Background: an optimization exercise with open tools, aiming at small area. Do not read the settings as production practice.
The RTL was checked by simulation tests, not by an equivalence proof against the original design.
The flow treats the clock pin as an ideal source, which a real chip does not have.
No activity file was given, so power comes from the tool's default toggle rates.

==> design.v <==
module display (
    input  logic clk,
    input  logic rst,
    input  logic [11:0] bin,
    input  logic blank_in,
    output logic [6:0] seg,
    output logic [3:0] an
);
  localparam logic [7:0] D_TT = 8'd14;
  localparam logic [7:0] C_TT = 8'd7;
  logic [3:0]  d14;
  logic [3:0]  c;
  logic [1:0]  j;           
  logic        first;       
  logic [11:0] a, d;
  logic [3:0]  dq;
  logic        blank_q;
  logic        load;
  logic d_fb, c_fb, c1or2, c2, c3;
  assign d_fb  = d14[3] ^ D_TT[{d14[2], d14[1], d14[0]}];
  assign c_fb  = c[3] ^ C_TT[{c[2], c[1], c[0]}];
  assign load  = ~d14[1] & ~d14[2] & ~d14[3];       
  assign c1or2 = c[0] & ~c[2] & ~c[3];              
  assign c2    = c[0] & c[1];                       
  assign c3    = c[1] & c[2];                       
  logic [1:0] sel_next;
  assign sel_next = {j[1] ^ (j[0] & c1or2), j[0] ^ c1or2};
  logic [5:0] v;
  logic [3:0] digit;
  assign v = sel_next[1] ? d[11:6] : d[5:0];
  logic [2:0] r2, r3, r4;  logic q2, q3, q4;
  logic [3:0] x2, x3, x4;
  assign x2 = {1'b0, v[5], v[4], v[3]};
  assign q2 = x2 >= 4'd5;  assign r2 = q2 ? 3'(x2 - 4'd5) : x2[2:0];
  assign x3 = {r2, v[2]};
  assign q3 = x3 >= 4'd5;  assign r3 = q3 ? 3'(x3 - 4'd5) : x3[2:0];
  assign x4 = {r3, v[1]};
  assign q4 = x4 >= 4'd5;  assign r4 = q4 ? 3'(x4 - 4'd5) : x4[2:0];
  assign digit = sel_next[0] ? {1'b0, q2, q3, q4} : {r4, v[0]};
  always_ff @(posedge clk) begin
    if (rst) begin
      d14 <= 4'b0001;
      c <= 4'b0000;
      j <= 2'd0;
      first <= 1'b1;
      dq <= 4'd0;
      blank_q <= 1'b1;
    end else begin
      d14 <= {d14[2:0], d_fb};
      c <= {c[2:0], c_fb};
      if (c2) j <= {j[1] ^ j[0], ~j[0]};
      if (load & c3) first <= 1'b0;             
      dq <= first ? 4'd0 : digit;
      blank_q <= blank_in;
    end
  end
  always_ff @(posedge clk) begin
    if (load) begin
      a <= bin;
      d <= a;
    end
  end
  always_comb begin
    case (dq)
      4'd0: seg = 7'b1000000;
      4'd1: seg = 7'b1111001;
      4'd2: seg = 7'b0100100;
      4'd3: seg = 7'b0110000;
      4'd4: seg = 7'b0011001;
      4'd5: seg = 7'b0010010;
      4'd6: seg = 7'b0000010;
      4'd7: seg = 7'b1111000;
      4'd8: seg = 7'b0000000;
      4'd9: seg = 7'b0010000;
      default: seg = 7'bxxxxxxx;
    endcase
  end
  assign an = blank_q ? 4'b1111 : ~(4'b0001 << j);
endmodule
module timebase (
    input  logic clk,
    input  logic rst,
    input  logic clr,
    output logic tick,
    output logic bst
);
  localparam logic [7:0] LO_TT = 8'd179;    
  localparam logic [7:0] HI_TT = 8'd93;     
  localparam logic [5:0] LO_POL = 6'b101010;
  localparam logic [9:0] HI_POL = 10'b1010101010;
  logic [5:0] lo, lo_q;
  logic       ph, prev;
  logic [9:0] hi, hi_q;
  assign lo = lo_q ^ LO_POL;
  assign hi = hi_q ^ HI_POL;
  logic lo_fb, hi_fb, lo49, lo0, hi500;
  assign lo_fb = lo[5] ^ LO_TT[{lo[3], lo[1], lo[0]}];
  assign hi_fb = hi[9] ^ HI_TT[{hi[6], hi[4], hi[1]}];
  assign lo49  = ~lo[0] & ~lo[1] & ~lo[3] & ~lo[4] & lo[5];           
  assign lo0   = ~lo[0] & ~lo[1] & ~lo[2] & ~lo[4] & ~lo[5];          
  assign hi500 = hi == 10'b1000100001;                                
  always_ff @(posedge clk) begin
    if (rst) begin
      lo_q <= LO_POL;
      ph <= 1'b0;
      hi_q <= HI_POL;
      bst <= 1'b0;
    end else begin
      lo_q <= {lo[4:0], lo_fb} ^ LO_POL;
      if (lo49) ph <= ~ph;
      if (lo49 & ph) hi_q <= {hi[8:0], hi_fb} ^ HI_POL;
      if (hi500 & lo0 & ~ph) bst <= ~bst;
    end
  end
  always_ff @(posedge clk) prev <= ~clr & ph;
  assign tick = ph & ~prev;
endmodule
module debounce (
    input  logic clk,
    input  logic rst,
    input  logic button,
    output logic result
);
  localparam logic [8:0] CLR = 9'b111011100;
  localparam logic [8:0] POL = 9'b010101010;
  logic ff1_n, ff2;            
  logic [8:0] r, s;
  logic ena, fb, clr;
  assign s   = r ^ POL;
  assign ena = s[8] & s[7] & s[6] & s[5] & s[3] & s[2] & s[1];
  assign fb  = ~(s[8] ^ s[4]) | (s[7] & s[6] & s[5] & s[4] & s[2] & s[1] & s[0]);
  assign clr = rst | (ff1_n == ff2);
  always_ff @(posedge clk) begin
    if (rst) begin
      ff1_n <= 1'b1;
      ff2 <= 1'b0;
      result <= 1'b0;
    end else begin
      ff1_n <= ~button;
      ff2 <= ~ff1_n;
      if (ena) result <= ff2;
    end
    r <= clr ? (CLR ^ POL) : ({s[7:0], fb} ^ POL);
  end
endmodule
module sw_counter (
    input  logic clk,
    input  logic clr,
    input  logic tick,
    input  logic mode_sw,
    input  logic start,
    input  logic stop,
    output logic [5:0] sec,
    output logic [5:0] min
);
  localparam logic [7:0] MS_TT = 8'd93;
  logic       run;
  logic [9:0] ms;
  logic ms_fb, ms_end, sec_end, min_end, step;
  assign ms_fb   = ms[9] ^ MS_TT[{ms[6], ms[4], ms[1]}];
  assign ms_end  = ms == 10'b1000000000;                           
  assign sec_end = sec[5] & sec[4] & sec[3] & sec[1] & sec[0];     
  assign min_end = min[5] & min[4] & min[3] & min[1] & min[0];     
  assign step = tick & mode_sw & run & ~(ms_end & sec_end & min_end);
  always_ff @(posedge clk) begin
    if (clr) begin
      run <= 1'b0;
      ms <= 10'd0;
      sec <= 6'd0;
      min <= 6'd0;
    end else begin
      if (start) run <= 1'b1;
      else if (stop) run <= 1'b0;
      if (step) begin
        ms <= {ms[8:0], ms_fb};
        if (ms_end) begin
          sec <= sec_end ? 6'd0 : sec + 6'd1;
          if (sec_end) min <= min + 6'd1;
        end
      end
    end
  end
endmodule
module tm_counter (
    input  logic clk,
    input  logic clr,
    input  logic tick,
    input  logic mode_sw,
    input  logic inc_sw,
    input  logic start,
    input  logic stop,
    input  logic inc_min,
    input  logic inc_sec,
    output logic [5:0] sec,
    output logic [5:0] min,
    output logic blink
);
  localparam logic [7:0] MS_TT = 8'd93;
  logic       run, set_t, ps, pm;
  logic [9:0] ms;
  logic ms_fb, ms0, sec0, min0, sec60, min_ge60, up, t_ev, es, em;
  logic sdn, sup, min_dec, min_inc, min_59;
  assign ms_fb    = ms[9] ^ MS_TT[{ms[6], ms[4], ms[1]}];
  assign ms0      = ms == 10'd0;
  assign sec0     = sec == 6'd0;
  assign min0     = min == 6'd0;
  assign sec60    = sec[5] & sec[4] & sec[3] & sec[2];    
  assign min_ge60 = min[5] & min[4] & min[3] & min[2];
  assign up   = inc_sw & ~run;                       
  assign t_ev = tick & ~mode_sw & run;
  assign es   = ~tick & inc_sec & ~ps;
  assign em   = ~tick & inc_min & ~pm & ~(inc_sec & ~ps);
  assign sdn  = (t_ev & ms0) | (es & ~up);           
  assign sup  = es & up;                             
  assign min_dec = (sdn & sec0 & ~min0) | (em & ~up & ~min0);
  assign min_inc = (sup & sec60) | (em & up & ~min_ge60);
  assign min_59  = em & ~up & min0;
  logic sec_en, min_en;
  logic [5:0] sec_t, min_t;
  assign sec_en = (sdn & ~sec0) | (sup & ~sec60);
  assign min_en = min_dec | min_inc;
  always_comb begin
    sec_t[0] = sec_en;
    min_t[0] = min_en;
    for (int i = 1; i < 6; i++) begin
      sec_t[i] = sec_en & (up ? (&(sec | ~((6'd1 << i) - 6'd1))) : ~|(sec & ((6'd1 << i) - 6'd1)));
      min_t[i] = min_en & (up ? (&(min | ~((6'd1 << i) - 6'd1))) : ~|(min & ((6'd1 << i) - 6'd1)));
    end
  end
  always_ff @(posedge clk) begin
    if (clr) begin
      run <= 1'b0;
      set_t <= 1'b0;
      ms <= 10'd0;
      sec <= 6'd0;
      min <= 6'd0;
      ps <= 1'b0;
      pm <= 1'b0;
    end else begin
      if (start) begin
        if (set_t) run <= 1'b1;
      end else if (stop) run <= 1'b0;
      else if (inc_min || inc_sec) set_t <= 1'b1;
      if (t_ev & ~(ms0 & sec0 & min0)) ms <= {ms[8:0], ms_fb};
      if (sdn & sec0 & ~min0) sec <= 6'd59;
      else if (sup & sec60) sec <= 6'd0;
      else sec <= sec ^ sec_t;
      if (min_59) min <= 6'd59;
      else min <= min ^ min_t;
      if (!tick) begin
        ps <= inc_sec;
        pm <= inc_min;
      end
    end
  end
  always_ff @(posedge clk) begin
    if (min0 && sec0) blink <= set_t;
    else if (clr | start | stop | inc_min | inc_sec) blink <= 1'b0;
  end
endmodule
module top (
    input  logic clk,
    input  logic rst,
    input  logic start_btn,
    input  logic stop_btn,
    input  logic softrst_sw,
    input  logic inc_min_btn,
    input  logic inc_sec_btn,
    input  logic inc_sw,
    input  logic mode_sw,
    output logic [6:0] seg,
    output logic [3:0] an
);
  logic start, stop, inc_min, inc_sec;
  debounce db_start (.clk(clk), .rst(rst), .button(start_btn),   .result(start));
  debounce db_stop  (.clk(clk), .rst(rst), .button(stop_btn),    .result(stop));
  debounce db_min   (.clk(clk), .rst(rst), .button(inc_min_btn), .result(inc_min));
  debounce db_sec   (.clk(clk), .rst(rst), .button(inc_sec_btn), .result(inc_sec));
  logic clr;
  assign clr = rst | softrst_sw;
  logic tick, bst;
  timebase tb (.clk(clk), .rst(rst), .clr(clr), .tick(tick), .bst(bst));
  logic [5:0] sec_sw, min_sw, sec_tm, min_tm;
  logic blink_tm;
  sw_counter swc (.clk(clk), .clr(clr), .tick(tick), .mode_sw(mode_sw), .start(start),
                  .stop(stop), .sec(sec_sw), .min(min_sw));
  tm_counter tmc (.clk(clk), .clr(clr), .tick(tick), .mode_sw(mode_sw), .inc_sw(inc_sw),
                  .start(start), .stop(stop), .inc_min(inc_min), .inc_sec(inc_sec),
                  .sec(sec_tm), .min(min_tm), .blink(blink_tm));
  display disp (.clk(clk), .rst(rst),
                .bin(mode_sw ? {min_sw, sec_sw} : {min_tm, sec_tm}),
                .blank_in(blink_tm & ~mode_sw & bst), .seg(seg), .an(an));
endmodule
==> flow/run.sh <==
#!/bin/bash
# Own flow: the standard layout (standard.sh), with these changes:
#  - clock tree synthesis uses clkbuf_4 and adds no dummy loads; after it,
#    flow/fix_clk.tcl upsizes the clock buffers whose flip-flop clock pins
#    would see a slow slew (POST_CTS_TCL hook);
#  - before the placement resizer, flow/downsize.tcl sets combinational
#    cells to their smallest drive strength (PRE_RESIZE_TCL hook);
#  - port buffers are buf_1.
# The make run's full output goes to standard_flow.log; each ORFS step keeps
# its own log under orfs/logs.
set -euo pipefail
here=$(pwd)
cat >> config.mk <<EOC
export CTS_ARGS = -sink_clustering_enable -repair_clock_nets -dont_use_dummy_load -buf_list sky130_fd_sc_hd__clkbuf_4
export BUFFER_PORTS_ARGS = -buffer_cell sky130_fd_sc_hd__buf_1
export POST_CTS_TCL = $here/flow/fix_clk.tcl
export FIX_CLK_SLEW_PS = 105
export PRE_RESIZE_TCL = $here/flow/downsize.tcl
EOC
bash standard.sh > standard_flow.log 2>&1
==> flow/downsize.tcl <==
# Before the placement resizer: put every combinational cell at the smallest
# drive strength of its kind (synthesis maps some gates upsized); the
# resizer's repair_design that follows fixes any slew or capacitance limit.
# Flip-flops, clock cells and delay cells are left as they are.
set db [ord::get_db]
set count 0
foreach inst [[ord::get_db_block] getInsts] {
  set m [$inst getMaster]
  if {[$m getType] ne "CORE"} { continue }
  set name [$m getName]
  if {![regexp {^(sky130_fd_sc_hd__[a-z0-9]+)_([0-9]+)$} $name -> base size]} { continue }
  if {[regexp {__(df|edf|sdf|dl|clk|dly|conb|tap|fill|decap|diode)} $base]} { continue }
  set best $name
  set barea [expr {double([$m getWidth]) * [$m getHeight]}]
  foreach s {0 1 2} {
    set c [$db findMaster ${base}_$s]
    if {$c eq "NULL"} { continue }
    set a [expr {double([$c getWidth]) * [$c getHeight]}]
    if {$a < $barea} { set best ${base}_$s; set barea $a }
  }
  if {$best ne $name} {
    puts "downsize: [$inst getName] $name -> $best"
    replace_cell [get_cells [$inst getName]] $best
    incr count
  }
}
puts "downsize: $count cells"
==> flow/fix_clk.tcl <==
# Upsize (clkbuf_4 -> clkbuf_8) each clock buffer that drives a flip-flop
# clock pin whose estimated slew is over FIX_CLK_SLEW_PS, then re-legalise.
estimate_parasitics -placement
set limit $::env(FIX_CLK_SLEW_PS)
set slow {}
foreach pin [all_registers -clock_pins -edge_triggered] {
  set worst 0
  foreach edge {rise fall} {
    foreach a {min max} {
      set s [get_property $pin slew_${a}_$edge]
      set ps [expr {[sta::time_ui_sta $s] * 1e12}]
      set worst [expr {max($worst, $ps)}]
    }
  }
  set net [get_nets -of_objects $pin]
  set drv [get_pins -of_objects $net -filter "direction==output"]
  set inst [get_cells -of_objects $drv]
  puts [format "fix_clk: %s %.1f ps driven by %s" [get_full_name $pin] $worst [get_full_name $inst]]
  if {$worst > $limit} { lappend slow [get_full_name $inst] }
}
foreach name [lsort -unique $slow] {
  set inst [get_cells $name]
  if {[get_property $inst ref_name] eq "sky130_fd_sc_hd__clkbuf_4"} {
    puts "fix_clk: upsizing $name"
    replace_cell $inst sky130_fd_sc_hd__clkbuf_8
  }
}
detailed_placement
check_placement -verbose
estimate_parasitics -placement
==> standard.sh <==
#!/bin/bash
# synth_recipe.tcl (not shown) runs the flow's synth.tcl, then flattens the netlist and writes it again
# the make line also repeats each setting of config.mk as NAME=value (left out here)
make -C /OpenROAD-flow-scripts/flow DESIGN_CONFIG=/design/flow/config.mk WORK_HOME=/design/flow/orfs CLKGATE_MAP_FILE= SYNTH_SCRIPT=/design/flow/synth_recipe.tcl "${@:-finish}"
==> config.mk <==
export PLATFORM = sky130hd
export DESIGN_NAME = top
export DESIGN_NICKNAME = top
export VERILOG_FILES = /design/flow/design.v
export SDC_FILE = /design/flow/constraint.sdc
export NUM_CORES = 4
export LEC_CHECK = 0
export CAP_MARGIN = 20
export CORE_MARGIN = 2
export CORE_UTILIZATION = 65
export SLEW_MARGIN = 20
export CTS_ARGS = -sink_clustering_enable -repair_clock_nets -dont_use_dummy_load -buf_list sky130_fd_sc_hd__clkbuf_4
export BUFFER_PORTS_ARGS = -buffer_cell sky130_fd_sc_hd__buf_1
export POST_CTS_TCL = /design/flow/flow/fix_clk.tcl
export FIX_CLK_SLEW_PS = 105
export PRE_RESIZE_TCL = /design/flow/flow/downsize.tcl
==> constraint.sdc <==
create_clock -name core_clock -period 10.0 [get_ports {clk}]
set_input_delay 2.0000 -clock core_clock [delete_from_list [all_inputs] [get_ports {clk}]]
set_output_delay 2.0000 -clock core_clock [all_outputs]
set_load 0.01 [all_outputs]
==> results.txt <==
## through the flow
step	instance area [µm²]	cells	hold WS, ns	util (%)	power, mW
finish	6740	793	0.362	69.6	1.02
global route	6740	793	0.373	69.6	1.07
detailed placement	6570	776	0.364	67.9	0.764
global placement	6600	775	0.357	68.2	0.763
floorplan	6420	642	0.353	-	0.748
## state kept, by name, indices dropped and copies added, names as in the netlist, 9 cells and up
name        count
swc.ms         10
db_stop.r       9
db_sec.r        9
tmc.ms         10
db_start.r      9
tb.hi_q        10
disp.d         12
db_min.r        9
disp.a         12
## power groups by stage
| stage | registers (mW) | logic [mW] | clock network (mW) |
|---|---|---|---|
| after floorplan | 0.689 | 0.0588 | 0 |
| after global placement | 0.692 | 0.0703 | 0 |
| after detailed placement | 0.693 | 0.0704 | 0 |
| after global routing | 0.682 | 0.0790 | 0.306 |
| final | 0.679 | 0.0708 | 0.269 |
## routing by layer
layer	up-vias	global-route usage (%)
met5	-	0
met4	0	7.49
met3	9	5.98
met2	94	34.6
met1	2063	26.6
li1	2278	-
## cells by family after synthesis
group	synth area share, %
compound gates	8.84
xor+xnor	4.62
fa+ha+maj	3.12
buf+inv	2.69
flops	52.8
mux	7.28
simple gates	20.6
## layout by cell type, fill, tap and decap left out, types with 5 or more instances in the layout
cell | synthesis | routed
dfxtp_1 | 132 | 132
nor2_1 | 93 | 93
nand2_1 | 40 | 40
a21oi_1 | 31 | 31
mux2i_1 | 31 | 31
o21ai_0 | 26 | 26
edfxtp_1 | 25 | 25
inv_1 | 22 | 22
buf_1 | 3 | 19
nand2b_1 | 18 | 18
xor2_1 | 17 | 17
ha_1 | 16 | 16
nor3_1 | 15 | 15
xnor2_1 | 15 | 15
mux2_2 | 14 | 14
nand4_1 | 13 | 13
clkbuf_4 | 0 | 12
nor4_1 | 10 | 10
nor2b_1 | 10 | 10
nand3_1 | 9 | 9
nor4b_1 | 7 | 7
a31oi_1 | 7 | 7
a211o_1 | 6 | 6
nand4b_1 | 6 | 6
and2_1 | 5 | 5
and4_1 | 4 | 5
clkbuf_8 | 0 | 5
## path summary, 6_finish.rpt
kind | from | end | slack (ns) | depth (start not counted)
hold / removal | tb.lo_q[2] | tb.lo_q[3] | 0.36 | 1
hold reg to reg | tb.lo_q[2] | tb.lo_q[3] | 0.36 | 1
setup reg to reg | disp.c[0] | disp.dq[1] | 5.85 | 15
setup / recovery | disp.c[0] | disp.dq[1] | 5.85 | 15
## cell type report
| type | count | share of cell area (%) |
|---|---|---|
| Multi-Input combinational cell | 441 | 42.0 |
| Timing Repair Buffer | 23 | 1.58 |
| Tap cell | 133 | 2.47 |
| Sequential cell | 157 | 50.3 |
| Clock buffer | 17 | 2.36 |
| Inverter | 22 | 1.23 |
==> summary.md <==
| Metric | Value |
|---|---|
| Slowest CP cell | xor2_2 |
| First-pass GRT wire length | 17600 µm |
| Mapped Nets | 667 |
| Final ANT Viol Nets | 0 |
| Startpoint types | flip-flop |
| RSZ-0062 raised after global routing | false |
| DRT met1 WL | 5180 µm |
| Yosys reg bits | 157 |
| Worst-Margin Slew | 0.969 ns |
| Top Ports | 20 |
| Crit Path Class | reg2reg |
| Max-Cap Viols | 0 |
| Most frequent cell after synthesis | dfxtp_1 |
| Delay-heaviest family, CP | simple AND/OR/NAND/NOR gates |
| Met2 Wirelength | 5010 µm |
| Initial antenna violation count | 0 |
| Internal power | 0.792 mW |
| GPL Wtd Cong | 0.857 |
| Layout cells sized above 1 | 6.36% |
| CTS tree | yes |
| Multi-input gate area | 0.00283 mm² |
| Required @ worst endpoint | 10.45 ns |
| Run status | no timing/DRC/antenna violations |
| Leakage power | 2.61 nW |
| Avg Cell Area, Syn | 10.0 µm² |
| Peak supply drop | 0.000164 V |
| Netlist Area Pre-Place | 0.00642 mm² |
| Bufs and invs on worst path | 0 |
| CP Capture Type | flip-flop |
| DR vias/cell | 5.60 |
| Clock sinks | 157 |
| Later-pin clock latency in the skew report | 0.52 ns |
| Post-route setup TNS | 0 ns |
| Vias in the first global route | 4022 |
| FF/Latch Area | 0.00339 mm² |
| Part of the power in combinational logic | 6.9% |
| Synth Instances | 642 |
| Worst-path maximum fanout | 13 |
| Die Footprint | 0.0107 mm² |
| PwrDens | 151 mW/mm² |
| Number of detailed-route iterations in the first pass | 5 |
| Rel. slew slack | 34.5% |
| CP dominant cell by count | ha_1 |
| DIE WIDTH | 103 µm |
| Minimum clock period | 4.15 ns |
| DP HPWL | 7570 µm |
| Sequential power share | 66.6% |
| Drt wl/cell | 13.5 µm |
| Top FF cell, synth | dfxtp_1 |
| Final wirelength | 10700 µm |
| Fillers | 757 |
| Fin. Hold Viols | 0 |
| Row Count | 36 |
| Synth top cells by count | dfxtp_1 (132), nor2_1 (93), nand2_1 (40), a21oi_1 (31), mux2i_1 (31) |
| Worst Hold Class | reg2reg |
| Die Ht | 103 µm |
| Sequential share of the synthesized area | 52.8% |
| FMAX | 241 MHz |
| Final setup vio count | 0 |
| Core ar. | 0.00968 mm² |
| Clock power frac | 26.4% |
| Clk pin slew, worst setup/hold paths | 0.10 ns |
| Crit path DAT | 4.61 ns |
| GRT Total Usage | 21.0% |
| Sw frac | 22.2% |
| Final worst slack | 5.85 ns |
| Largest net degree at the start of global routing | 40 |
| Initial DRC Count | 238 |
| Synth Warn # | 5 |
| WL met3 | 413 µm |
| Fraction of registers with async set/reset | 0% |
| Number of flops mapped to enable cells by yosys | 25 |
| Synth area leader | dfxtp_1 |
| Period utilization | 41.5% |
| Synth area leaders | dfxtp_1 (41%), edfxtp_1 (12%), nor2_1 (5.4%) |
| DRC Markers | 0 |
| Dpl ws | 5.55 ns |
| Post-synthesis cell type count | 60 |
| Starting Density | 66.3% |
| Final Max Tran Viols | 0 |
| ANT cells | 0 |
| IO buf count | 19 |
| Max incr delay on CP | 0.56 ns |
| Global route overflow | 0 |
| Switching power | 0.227 mW |
| Final Net Count | 687 |
| Fin Clk Skew | 0.0335 ns |
| DR top layer | met4 |
| P&R area growth vs syn | 4.91% |
| Via count | 4444 |
| Post-synth top area share | 41.1% |
| Worst path cell trace | nor3b_1, ha_1, xor2_2, mux2_2, a21oi_1, ha_1, and2b_1, nor3_1, a21o_1, xnor2_1, ha_1, or2b_1, and4_1, or4_1, nand3_1 |

[re-timing with driven ports]
The results above use ideal ports. As a check the final layout listed here was re-extracted and re-timed, cells and wires unchanged.
Step 1 sets driving cells, clkbuf_16 on the clock port and buf_2 on the other inputs (assumed; they add their load-dependent delay and slew).
Step 2 adds t to the input delays and takes it off the output delays; t is the mean of the earliest and latest rising clock arrival at the registers after step 1. Input paths then give back, and output paths get back, about the clock's delay inside the block.
a / b / c = ideal ports / drivers / drivers and shift; a / b = the first two.
t, ns: 0.534
setup WS [ns]: 5.845 / 5.845 / 5.553
hold slack, ns: 0.362 / 0.362 / 0.362
After both steps this run still meets setup and hold. For this run, drivers alone change the setup slack by 0.000 ns; drivers and shift together by -0.292 ns.
